This is an optimization exercise on Yosys and OpenROAD, whose aim is small area, not a production implementation.
Where RTL was checked, it was by simulation tests only, not by an equivalence proof against the original.
The flow treats the clock pin as an ideal source. Dropping or thinning the clock tree relies on that and would not hold on a real chip.

==> pepper: inputs <==
==> flow/design.v (excerpt) <==
module classifier_top (
  input  wire clk,
  input  wire rst_n,
  input  wire signed [3:0]  x_int4,
  input  wire signed [7:0]  w_int8,
  input  wire new_feat,
  input  wire new_class,
  input  wire [2:0] class_id,
  output reg  signed [19:0] acc20,
  output wire signed [19:0] max_score,
  output reg  [2:0] max_class
);
Settings: LEC_CHECK=0, CAP_MARGIN=20, CORE_MARGIN=2, CORE_UTILIZATION=40, GPL_TIMING_DRIVEN=0, SETUP_SLACK_MARGIN=-0.3, SLEW_MARGIN=20, SYNTH_HIERARCHICAL=1, SYNTH_MINIMUM_KEEP_SIZE=0; clock period 6.5 ns.
standard.sh (not shown) runs the stock make flow with config.mk's settings and CLKGATE_MAP_FILE= SYNTH_SCRIPT=/design/flow/synth_recipe.tcl, a recipe that flattens the netlist after the stock synthesis.
==> flow/flow/run.sh <==
#!/bin/bash
# The standard layout (standard.sh) with these changes to how the layout is made:
#  - the port buffers that buffer_ports inserts are sky130_fd_sc_hd__buf_1;
#  - clock tree synthesis inserts no dummy loads, and its tree (a root buffer and leaf
#    buffers) is then reduced to 3 leaf buffers, each driving a balanced group of registers
#    from the group's centre (collapse.tcl); every register is still clocked through the
#    root and one leaf;
#  - the reset port's buffer is made sky130_fd_sc_hd__buf_4 before repair_design (rst.tcl),
#    since it drives every register's reset;
#  - after the standard synthesis (run unchanged), combinational cells that synthesis
#    upsized are set back to their smallest drive strength (downsize.tcl); the floorplan's
#    timing repair and the later repair steps upsize again wherever timing needs it.
# Each tool's output goes to its own log file here.
set -euo pipefail
export BUFFER_PORTS_ARGS="-buffer_cell sky130_fd_sc_hd__buf_1"
export CTS_ARGS="-sink_clustering_enable -repair_clock_nets -dont_use_dummy_load"
export POST_CTS_TCL=$PWD/flow/collapse.tcl CLK_KEEP=3
export PRE_RESIZE_TCL=$PWD/flow/rst.tcl RST_BUF_CELL=sky130_fd_sc_hd__buf_4
export CLK_LEAF_CELL=sky130_fd_sc_hd__clkbuf_8 CLK_ROOT_CELL=sky130_fd_sc_hd__clkbuf_4
bash standard.sh synth > synth.log 2>&1
export RESULTS=orfs/results/sky130hd/classifier_top/base
openroad -no_init -exit flow/downsize.tcl > downsize.log 2>&1
bash standard.sh finish > standard_flow.log 2>&1
==> flow/flow/collapse.tcl <==
# Reduce the clock tree that clock_tree_synthesis built (a root buffer feeding leaf buffers)
# to $::env(CLK_KEEP) leaf buffers of $::env(CLK_LEAF_CELL) under a root of
# $::env(CLK_ROOT_CELL): the clock sinks are split into that many balanced groups by
# position, each kept leaf drives one group and moves to its centre, and the placement is
# legalized again. Every register is still clocked through the root and one leaf buffer.
set block [ord::get_db_block]
set clk_net [$block findNet clk]
set roots {}
foreach it [$clk_net getITerms] {
  if {[$it isInputSignal]} { lappend roots [$it getInst] }
}
proc inst_xy {inst} {
  set b [$inst getBBox]
  return [list [expr {([$b xMin] + [$b xMax]) / 2}] [expr {([$b yMin] + [$b yMax]) / 2}]]
}
if {[llength $roots] != 1} {
  puts "collapse: clock port feeds [llength $roots] cells; left as is"
  return
}
set root [lindex $roots 0]
set n0 [[$root findITerm X] getNet]
set leaves {}
set sinks {}
foreach it [$n0 getITerms] {
  if {![$it isInputSignal]} { continue }
  set l [$it getInst]
  if {![string match *clkbuf* [[$l getMaster] getName]]} { continue }
  lappend leaves $l
  foreach s [[[$l findITerm X] getNet] getITerms] {
    if {[$s isInputSignal]} { lappend sinks $s }
  }
}
set K [expr {min($::env(CLK_KEEP), [llength $leaves])}]
set N [llength $sinks]
# balanced grouping: sort sinks by x (or y, whichever spread is larger), cut into K runs,
# then sort each run by the other axis is not needed for K <= 3
set xs {}; set ys {}
foreach s $sinks { lassign [inst_xy [$s getInst]] x y; lappend xs $x; lappend ys $y }
set dx [expr {[tcl::mathfunc::max {*}$xs] - [tcl::mathfunc::min {*}$xs]}]
set dy [expr {[tcl::mathfunc::max {*}$ys] - [tcl::mathfunc::min {*}$ys]}]
set axis [expr {$dx >= $dy ? 0 : 1}]
set keyed {}
foreach s $sinks { lappend keyed [list [lindex [inst_xy [$s getInst]] $axis] $s] }
set keyed [lsort -integer -index 0 $keyed]
set kept [lrange $leaves 0 [expr {$K - 1}]]
# detach every sink and drop the leaves not kept
foreach s $sinks { $s disconnect }
foreach l [lrange $leaves $K end] {
  set n1 [[$l findITerm X] getNet]
  [$l findITerm A] disconnect
  [$l findITerm X] disconnect
  odb::dbInst_destroy $l
  odb::dbNet_destroy $n1
}
for {set g 0} {$g < $K} {incr g} {
  set l [lindex $kept $g]
  set net [[$l findITerm X] getNet]
  set lo [expr {($g * $N) / $K}]
  set hi [expr {(($g + 1) * $N) / $K - 1}]
  set sx 0; set sy 0; set cnt 0
  foreach e [lrange $keyed $lo $hi] {
    set s [lindex $e 1]
    $s connect $net
    lassign [inst_xy [$s getInst]] x y
    incr sx $x; incr sy $y; incr cnt
  }
  replace_cell [$l getName] $::env(CLK_LEAF_CELL)
  set cx [expr {$sx / $cnt}]; set cy [expr {$sy / $cnt}]
  set m [$l getMaster]
  $l setLocation [expr {$cx - [$m getWidth] / 2}] [expr {$cy - [$m getHeight] / 2}]
  $l setPlacementStatus PLACED
  puts "collapse: leaf [$l getName] drives $cnt sinks"
}
replace_cell [$root getName] $::env(CLK_ROOT_CELL)
detailed_placement
puts "collapse: kept $K of [llength $leaves] leaves for $N sinks"
Other scripts of this flow, unchanged in this note and not shown: flow/flow/downsize.tcl, flow/flow/rst.tcl
==> inputs of sierra, as changes to pepper <==
==> flow/flow/run.sh (replaced) <==
#!/bin/bash
# The standard layout (standard.sh) with these changes to how the layout is made:
#  - the port buffers that buffer_ports inserts are sky130_fd_sc_hd__buf_1;
#  - clock tree synthesis inserts no dummy loads, and its tree (a root buffer and leaf
#    buffers) is then reduced to 3 leaf buffers driven by the clock port, each driving a
#    balanced group of registers from the group's centre (collapse.tcl); every register is
#    still clocked through exactly one buffer;
#  - the reset port's buffer is made sky130_fd_sc_hd__buf_4 before repair_design (rst.tcl),
#    since it drives every register's reset;
#  - after the standard synthesis (run unchanged), combinational cells that synthesis
#    upsized are set back to their smallest drive strength (downsize.tcl); the floorplan's
#    timing repair and the later repair steps upsize again wherever timing needs it.
# Each tool's output goes to its own log file here.
set -euo pipefail
export BUFFER_PORTS_ARGS="-buffer_cell sky130_fd_sc_hd__buf_1"
export CTS_ARGS="-sink_clustering_enable -repair_clock_nets -dont_use_dummy_load"
export POST_CTS_TCL=$PWD/flow/collapse.tcl CLK_KEEP=3
export PRE_RESIZE_TCL=$PWD/flow/rst.tcl RST_BUF_CELL=sky130_fd_sc_hd__buf_4
export CLK_LEAF_CELL=sky130_fd_sc_hd__clkbuf_8 CLK_ROOT_CELL=none
bash standard.sh synth > synth.log 2>&1
export RESULTS=orfs/results/sky130hd/classifier_top/base
openroad -no_init -exit flow/downsize.tcl > downsize.log 2>&1
bash standard.sh finish > standard_flow.log 2>&1
--- a/flow/flow/collapse.tcl
+++ b/flow/flow/collapse.tcl
@@ -1,6 +1,6 @@
 # Reduce the clock tree that clock_tree_synthesis built (a root buffer feeding leaf buffers)
 # to $::env(CLK_KEEP) leaf buffers of $::env(CLK_LEAF_CELL) under a root of
-# $::env(CLK_ROOT_CELL): the clock sinks are split into that many balanced groups by
+# $::env(CLK_ROOT_CELL) (none: no root, the clock port drives the leaves): the clock sinks are split into that many balanced groups by
 # position, each kept leaf drives one group and moves to its centre, and the placement is
 # legalized again. Every register is still clocked through the root and one leaf buffer.
 set block [ord::get_db_block]
@@ -71,6 +71,17 @@
   $l setPlacementStatus PLACED
   puts "collapse: leaf [$l getName] drives $cnt sinks"
 }
-replace_cell [$root getName] $::env(CLK_ROOT_CELL)
+if {$::env(CLK_ROOT_CELL) == "none"} {
+  foreach l $kept {
+    [$l findITerm A] disconnect
+    [$l findITerm A] connect $clk_net
+  }
+  [$root findITerm A] disconnect
+  [$root findITerm X] disconnect
+  odb::dbInst_destroy $root
+  odb::dbNet_destroy $n0
+} else {
+  replace_cell [$root getName] $::env(CLK_ROOT_CELL)
+}
 detailed_placement
 puts "collapse: kept $K of [llength $leaves] leaves for $N sinks"
==> results.tsv <==
metric	value	unit
status	timing/DRC/antenna clean	
drive_gt1_share	1.93	%
vias	1960	
nClkBuffers	4	
the above is filed under pepper

==> results.tsv <==
metric	value	unit
vias	1947	
netlist_instances	247	
nClkBuffers	3	
top_level_ports	62	
drive_gt1_share	2.26	%
status	timing/DRC/antenna clean	
fin_crit	6290	ps
the above is filed under sierra


==> job 2416: inputs <==
==> flow/design.v <==
module classifier_top (
  input  wire clk,
  input  wire rst_n,
  input  wire signed [3:0]  x_int4,
  input  wire signed [7:0]  w_int8,
  input  wire new_feat,
  input  wire new_class,
  input  wire [2:0] class_id,
  output reg  signed [19:0] acc20,
  output reg  signed [19:0] max_score,
  output reg  [2:0] max_class
);
  wire en = new_feat & ~new_class;
  wire [3:0] xg = x_int4 & {4{en}};
  wire [19:0] ag = acc20 & {20{~new_class}};
  wire [19:0] sum;
  wire pp1 = (xg[0] & w_int8[0]);
  wire pp2 = (xg[0] & w_int8[1]);
  wire pp3 = (xg[0] & w_int8[2]);
  wire pp4 = (xg[0] & w_int8[3]);
  wire pp5 = (xg[0] & w_int8[4]);
  wire pp6 = (xg[0] & w_int8[5]);
  wire pp7 = (xg[0] & w_int8[6]);
  wire pp8 = ~(xg[0] & w_int8[7]);
  wire pp9 = (xg[1] & w_int8[0]);
  wire pp10 = (xg[1] & w_int8[1]);
  wire pp11 = (xg[1] & w_int8[2]);
  wire pp12 = (xg[1] & w_int8[3]);
  wire pp13 = (xg[1] & w_int8[4]);
  wire pp14 = (xg[1] & w_int8[5]);
  wire pp15 = (xg[1] & w_int8[6]);
  wire pp16 = ~(xg[1] & w_int8[7]);
  wire pp17 = (xg[2] & w_int8[0]);
  wire pp18 = (xg[2] & w_int8[1]);
  wire pp19 = (xg[2] & w_int8[2]);
  wire pp20 = (xg[2] & w_int8[3]);
  wire pp21 = (xg[2] & w_int8[4]);
  wire pp22 = (xg[2] & w_int8[5]);
  wire pp23 = (xg[2] & w_int8[6]);
  wire pp24 = ~(xg[2] & w_int8[7]);
  wire pp25 = ~(xg[3] & w_int8[0]);
  wire pp26 = ~(xg[3] & w_int8[1]);
  wire pp27 = ~(xg[3] & w_int8[2]);
  wire pp28 = ~(xg[3] & w_int8[3]);
  wire pp29 = ~(xg[3] & w_int8[4]);
  wire pp30 = ~(xg[3] & w_int8[5]);
  wire pp31 = ~(xg[3] & w_int8[6]);
  wire pp32 = (xg[3] & w_int8[7]);
  wire s33 = ag[1] ^ pp2 ^ pp9;
  wire c34 = (ag[1] & pp2) | (ag[1] & pp9) | (pp2 & pp9);
  wire s35 = ag[2] ^ pp3 ^ pp10;
  wire c36 = (ag[2] & pp3) | (ag[2] & pp10) | (pp3 & pp10);
  wire s37 = 1'b1 ^ ag[3] ^ pp4;
  wire c38 = (1'b1 & ag[3]) | (1'b1 & pp4) | (ag[3] & pp4);
  wire s39 = pp11 ^ pp18 ^ pp25;
  wire c40 = (pp11 & pp18) | (pp11 & pp25) | (pp18 & pp25);
  wire s41 = ag[4] ^ pp5 ^ pp12;
  wire c42 = (ag[4] & pp5) | (ag[4] & pp12) | (pp5 & pp12);
  wire s43 = ag[5] ^ pp6 ^ pp13;
  wire c44 = (ag[5] & pp6) | (ag[5] & pp13) | (pp6 & pp13);
  wire s45 = ag[6] ^ pp7 ^ pp14;
  wire c46 = (ag[6] & pp7) | (ag[6] & pp14) | (pp7 & pp14);
  wire s47 = 1'b1 ^ ag[7] ^ pp8;
  wire c48 = (1'b1 & ag[7]) | (1'b1 & pp8) | (ag[7] & pp8);
  wire s49 = pp15 ^ pp22 ^ pp29;
  wire c50 = (pp15 & pp22) | (pp15 & pp29) | (pp22 & pp29);
  wire s51 = ag[8] ^ pp16 ^ pp23;
  wire c52 = (ag[8] & pp16) | (ag[8] & pp23) | (pp16 & pp23);
  wire s53 = ag[9] ^ pp24 ^ pp31;
  wire c54 = (ag[9] & pp24) | (ag[9] & pp31) | (pp24 & pp31);
  wire s55 = pp17 ^ c34 ^ s35;
  wire c56 = (pp17 & c34) | (pp17 & s35) | (c34 & s35);
  wire s57 = c36 ^ s37 ^ s39;
  wire c58 = (c36 & s37) | (c36 & s39) | (s37 & s39);
  wire s59 = pp19 ^ pp26 ^ c38;
  wire c60 = (pp19 & pp26) | (pp19 & c38) | (pp26 & c38);
  wire s61 = pp20 ^ pp27 ^ c42;
  wire c62 = (pp20 & pp27) | (pp20 & c42) | (pp27 & c42);
  wire s63 = pp21 ^ pp28 ^ c44;
  wire c64 = (pp21 & pp28) | (pp21 & c44) | (pp28 & c44);
  wire s65 = c46 ^ s47 ^ s49;
  wire c66 = (c46 & s47) | (c46 & s49) | (s47 & s49);
  wire s67 = pp30 ^ c48 ^ c50;
  wire c68 = (pp30 & c48) | (pp30 & c50) | (c48 & c50);
  wire s69 = ag[10] ^ pp32 ^ c54;
  wire c70 = (ag[10] & pp32) | (ag[10] & c54) | (pp32 & c54);
  wire s71 = c40 ^ s41 ^ c58;
  wire c72 = (c40 & s41) | (c40 & c58) | (s41 & c58);
  wire s73 = s43 ^ c60 ^ s61;
  wire c74 = (s43 & c60) | (s43 & s61) | (c60 & s61);
  wire s75 = s45 ^ c62 ^ s63;
  wire c76 = (s45 & c62) | (s45 & s63) | (c62 & s63);
  wire s77 = s51 ^ c66 ^ s67;
  wire c78 = (s51 & c66) | (s51 & s67) | (c66 & s67);
  wire s79 = c52 ^ s53 ^ c68;
  wire c80 = (c52 & s53) | (c52 & c68) | (s53 & c68);
  wire s81 = c64 ^ s65 ^ c76;
  wire c82 = (c64 & s65) | (c64 & c76) | (s65 & c76);
  wire s83 = ag[0] ^ pp1;
  wire c84 = ag[0] & pp1;
  wire s85 = c84 ^ s33;
  wire c86 = c84 & s33;
  wire s87 = c86 ^ s55;
  wire c88 = c86 & s55;
  wire s89 = c56 ^ s57 ^ c88;
  wire c90 = (c56 & s57) | (c56 & c88) | (s57 & c88);
  wire p91, g92, cy93;
  mac_gp u_p91 (.a(s59), .b(s71), .p(p91), .g(g92));
  mac_cy u_cy93 (.g(g92), .p(p91), .c(c90), .co(cy93));
  wire s94 = p91 ^ c90;
  wire p95, g96, cy97;
  mac_gp u_p95 (.a(c72), .b(s73), .p(p95), .g(g96));
  mac_cy u_cy97 (.g(g96), .p(p95), .c(cy93), .co(cy97));
  wire s98 = p95 ^ cy93;
  wire p99, g100, cy101;
  mac_gp u_p99 (.a(c74), .b(s75), .p(p99), .g(g100));
  mac_cy u_cy101 (.g(g100), .p(p99), .c(cy97), .co(cy101));
  wire s102 = p99 ^ cy97;
  wire s103 = s81 ^ cy101;
  wire cy104 = s81 & cy101;
  wire p105, g106, cy107;
  mac_gp u_p105 (.a(s77), .b(c82), .p(p105), .g(g106));
  mac_cy u_cy107 (.g(g106), .p(p105), .c(cy104), .co(cy107));
  wire s108 = p105 ^ cy104;
  wire p109, g110, cy111;
  mac_gp u_p109 (.a(c78), .b(s79), .p(p109), .g(g110));
  mac_cy u_cy111 (.g(g110), .p(p109), .c(cy107), .co(cy111));
  wire s112 = p109 ^ cy107;
  wire p113, g114, cy115;
  mac_gp u_p113 (.a(s69), .b(c80), .p(p113), .g(g114));
  mac_cy u_cy115 (.g(g114), .p(p113), .c(cy111), .co(cy115));
  wire s116 = p113 ^ cy111;
  wire inc117 = c70 & cy115;
  wire dec118 = ~(c70 | cy115);
  wire n119 = ag[11] ^ (inc117 | dec118);
  wire n120 = ag[12] ^ ((inc117 & ag[11]) | (dec118 & ~ag[11]));
  wire all1121 = ag[11] & ag[12];
  wire all0122 = ~ag[11] & ~ag[12];
  wire n123 = ag[13] ^ ((inc117 & all1121) | (dec118 & all0122));
  wire all1124 = all1121 & ag[13];
  wire all0125 = all0122 & ~ag[13];
  wire n126 = ag[14] ^ ((inc117 & all1124) | (dec118 & all0125));
  wire all1127 = all1124 & ag[14];
  wire all0128 = all0125 & ~ag[14];
  wire n129 = ag[15] ^ ((inc117 & all1127) | (dec118 & all0128));
  wire all1130 = all1127 & ag[15];
  wire all0131 = all0128 & ~ag[15];
  wire n132 = ag[16] ^ ((inc117 & all1130) | (dec118 & all0131));
  wire all1133 = all1130 & ag[16];
  wire all0134 = all0131 & ~ag[16];
  wire n135 = ag[17] ^ ((inc117 & all1133) | (dec118 & all0134));
  wire all1136 = all1133 & ag[17];
  wire all0137 = all0134 & ~ag[17];
  wire n138 = ag[18] ^ ((inc117 & all1136) | (dec118 & all0137));
  wire all1139 = all1136 & ag[18];
  wire all0140 = all0137 & ~ag[18];
  wire n141 = ag[19] ^ ((inc117 & all1139) | (dec118 & all0140));
  wire all1142 = all1139 & ag[19];
  wire all0143 = all0140 & ~ag[19];
  assign sum[0] = s83;
  assign sum[1] = s85;
  assign sum[2] = s87;
  assign sum[3] = s89;
  assign sum[4] = s94;
  assign sum[5] = s98;
  assign sum[6] = s102;
  assign sum[7] = s103;
  assign sum[8] = s108;
  assign sum[9] = s112;
  assign sum[10] = s116;
  assign sum[11] = n119;
  assign sum[12] = n120;
  assign sum[13] = n123;
  assign sum[14] = n126;
  assign sum[15] = n129;
  assign sum[16] = n132;
  assign sum[17] = n135;
  assign sum[18] = n138;
  assign sum[19] = n141;
  wire [20:0] g;
  assign g[0] = 1'b0;
  genvar k;
  generate
    for (k = 0; k < 19; k = k + 1) begin : cmp
      assign g[k+1] = (acc20[k] & ~max_score[k]) | ((acc20[k] | ~max_score[k]) & g[k]);
    end
  endgenerate
  assign g[20] = (~acc20[19] & max_score[19]) | ((~acc20[19] | max_score[19]) & g[19]);
  wire upd = new_class & g[20];
  always @(posedge clk or negedge rst_n) begin
    if (!rst_n) begin
      acc20     <= 20'd0;
      max_score <= 20'd0;
      max_class <= 3'd0;
    end else begin
      acc20 <= sum;
      if (upd) begin
        max_score <= acc20;
        max_class <= class_id;
      end
    end
  end
endmodule
module mac_gp (input wire a, input wire b, output wire p, output wire g);
  assign p = a ^ b;
  assign g = a & b;
endmodule
module mac_cy (input wire g, input wire p, input wire c, output wire co);
  assign co = g | (p & c);
endmodule
==> flow/flow/run.sh <==
#!/bin/bash
# Standard ORFS layout (the standard.sh, unchanged synthesis), with the port buffers
# that buffer_ports inserts made sky130_fd_sc_hd__buf_1 instead of the default choice.
set -euo pipefail
export BUFFER_PORTS_ARGS="-buffer_cell sky130_fd_sc_hd__buf_1"
bash standard.sh finish > standard_flow.log 2>&1
==> flow/standard.sh <==
#!/bin/bash
# synth_recipe.tcl (not shown) runs the flow's synth.tcl, then flattens the netlist and writes it again
# the make line also repeats each setting of config.mk as NAME=value (left out here)
make -C /OpenROAD-flow-scripts/flow DESIGN_CONFIG=/design/flow/config.mk WORK_HOME=/design/flow/orfs CLKGATE_MAP_FILE= SYNTH_SCRIPT=/design/flow/synth_recipe.tcl "${@:-finish}"
==> flow/config.mk <==
export PLATFORM = sky130hd
export DESIGN_NAME = classifier_top
export DESIGN_NICKNAME = classifier_top
export VERILOG_FILES = /design/flow/design.v
export SDC_FILE = /design/flow/constraint.sdc
export NUM_CORES = 4
export LEC_CHECK = 0
export ABC_AREA = 1
export CAP_MARGIN = 20
export CORE_MARGIN = 2
export CORE_UTILIZATION = 40
export GPL_TIMING_DRIVEN = 0
export SLEW_MARGIN = 20
export SYNTH_HIERARCHICAL = 1
export SYNTH_MINIMUM_KEEP_SIZE = 0
==> flow/constraint.sdc <==
create_clock -name core_clock -period 6.5 [get_ports {clk}]
set_input_delay 1.3000 -clock core_clock [delete_from_list [all_inputs] [get_ports {clk}]]
set_output_delay 1.3000 -clock core_clock [all_outputs]
set_load 0.01 [all_outputs]
==> inputs of job 6637, as changes to job 2416 <==
--- a/flow/design.v
+++ b/flow/design.v
@@ -106,30 +106,30 @@
   wire c90 = (c56 & s57) | (c56 & c88) | (s57 & c88);
-  wire p91, g92, cy93;
-  mac_gp u_p91 (.a(s59), .b(s71), .p(p91), .g(g92));
-  mac_cy u_cy93 (.g(g92), .p(p91), .c(c90), .co(cy93));
-  wire s94 = p91 ^ c90;
-  wire p95, g96, cy97;
-  mac_gp u_p95 (.a(c72), .b(s73), .p(p95), .g(g96));
-  mac_cy u_cy97 (.g(g96), .p(p95), .c(cy93), .co(cy97));
-  wire s98 = p95 ^ cy93;
-  wire p99, g100, cy101;
-  mac_gp u_p99 (.a(c74), .b(s75), .p(p99), .g(g100));
-  mac_cy u_cy101 (.g(g100), .p(p99), .c(cy97), .co(cy101));
-  wire s102 = p99 ^ cy97;
-  wire s103 = s81 ^ cy101;
-  wire cy104 = s81 & cy101;
-  wire p105, g106, cy107;
-  mac_gp u_p105 (.a(s77), .b(c82), .p(p105), .g(g106));
-  mac_cy u_cy107 (.g(g106), .p(p105), .c(cy104), .co(cy107));
-  wire s108 = p105 ^ cy104;
-  wire p109, g110, cy111;
-  mac_gp u_p109 (.a(c78), .b(s79), .p(p109), .g(g110));
-  mac_cy u_cy111 (.g(g110), .p(p109), .c(cy107), .co(cy111));
-  wire s112 = p109 ^ cy107;
-  wire p113, g114, cy115;
-  mac_gp u_p113 (.a(s69), .b(c80), .p(p113), .g(g114));
-  mac_cy u_cy115 (.g(g114), .p(p113), .c(cy111), .co(cy115));
-  wire s116 = p113 ^ cy111;
-  wire inc117 = c70 & cy115;
-  wire dec118 = ~(c70 | cy115);
+  wire p91 = s59 ^ s71;
+  wire g92 = s59 & s71;
+  wire s93 = p91 ^ c90;
+  wire cy94 = g92 | (p91 & c90);
+  wire p95 = c72 ^ s73;
+  wire g96 = c72 & s73;
+  wire s97 = p95 ^ cy94;
+  wire cy98 = g96 | (p95 & cy94);
+  wire p99 = c74 ^ s75;
+  wire g100 = c74 & s75;
+  wire s101 = p99 ^ cy98;
+  wire cy102 = g100 | (p99 & cy98);
+  wire s103 = s81 ^ cy102;
+  wire cy104 = s81 & cy102;
+  wire p105 = s77 ^ c82;
+  wire g106 = s77 & c82;
+  wire s107 = p105 ^ cy104;
+  wire cy108 = g106 | (p105 & cy104);
+  wire p109 = c78 ^ s79;
+  wire g110 = c78 & s79;
+  wire s111 = p109 ^ cy108;
+  wire cy112 = g110 | (p109 & cy108);
+  wire p113 = s69 ^ c80;
+  wire g114 = s69 & c80;
+  wire s115 = p113 ^ cy112;
+  wire cy116 = g114 | (p113 & cy112);
+  wire inc117 = c70 & cy116;
+  wire dec118 = ~(c70 | cy116);
   wire n119 = ag[11] ^ (inc117 | dec118);
@@ -163,9 +163,9 @@
   assign sum[3] = s89;
-  assign sum[4] = s94;
-  assign sum[5] = s98;
-  assign sum[6] = s102;
+  assign sum[4] = s93;
+  assign sum[5] = s97;
+  assign sum[6] = s101;
   assign sum[7] = s103;
-  assign sum[8] = s108;
-  assign sum[9] = s112;
-  assign sum[10] = s116;
+  assign sum[8] = s107;
+  assign sum[9] = s111;
+  assign sum[10] = s115;
   assign sum[11] = n119;
@@ -203,8 +203 @@
 endmodule
-module mac_gp (input wire a, input wire b, output wire p, output wire g);
-  assign p = a ^ b;
-  assign g = a & b;
-endmodule
-module mac_cy (input wire g, input wire p, input wire c, output wire co);
-  assign co = g | (p & c);
-endmodule
--- a/flow/config.mk
+++ b/flow/config.mk
@@ -13,3 +13 @@
 export SLEW_MARGIN = 20
-export SYNTH_HIERARCHICAL = 1
-export SYNTH_MINIMUM_KEEP_SIZE = 0
==> flow_metrics.tcl <==
set metrics [dict create \
    drt-total-wl_um 7070 \
    synth_fa_ha_area_share_pct 20.6 \
    fin_crit_sh_pct 91.6 \
    dpl_worst_slack_ps -161 \
    synth_xor_area_share_pct 4.13 \
    nNonClkInverters 81 \
    status "complete, no violations" \
    syn_area_sq_um 3180 \
]
the above is filed under job 2416

==> flow_metrics.tcl <==
set metrics [dict create \
    status "complete, no violations" \
    synth_xor_area_share_pct 2.53 \
    dpl_worst_slack_ps -717 \
    drt-total-wl_um 7030 \
    synth_fa_ha_area_share_pct 22.5 \
    syn_area_sq_um 3110 \
    nNonClkInverters 87 \
    fin_crit_sh_pct 98.7 \
]
the above is filed under job 6637

No functional check of the RTL was part of any run of this note.

[afterwards: timing with drivers on the ports]
How much do the figures lean on ideal ports? The routed layouts below were timed once more, with nothing changed but the port constraints.
Step 1 assumes that a clkbuf_16 drives the clock port and a buf_2 every other input.
Step 2 adds t to the input delays and takes it off the output delays; t is the mean of the earliest and latest rising clock arrival at the registers after step 1. Input paths then give back, and output paths get back, about the clock's delay inside the block.
a / b / c = ideal / step 1 / step 2; a / b = the first two.
run	shift t [ns]	slack for setup (ns)	slew at the worst register clock pin (ns)	worst slew at a driven data input, ns	pins driven straight from the clock port
pepper	0.342	0.202 / 0.202 / -0.001	0.09 / 0.09	0.03	1
sierra	0.190	0.209 / 0.209 / 0.209	0.09 / 0.09	0.03	3
job 2416	0.326	0.549 / 0.557 / 0.231	0.09 / 0.09	0.04	1
job 6637	0.319	0.087 / 0.076 / -0.243	0.08 / 0.08	0.05	1
With both steps, setup timing fails in pepper and job 6637, where it was met with ideal ports. The setup slack of job 6637, which loses most, moves by -0.011 ns with the drivers and by -0.330 ns with both steps.
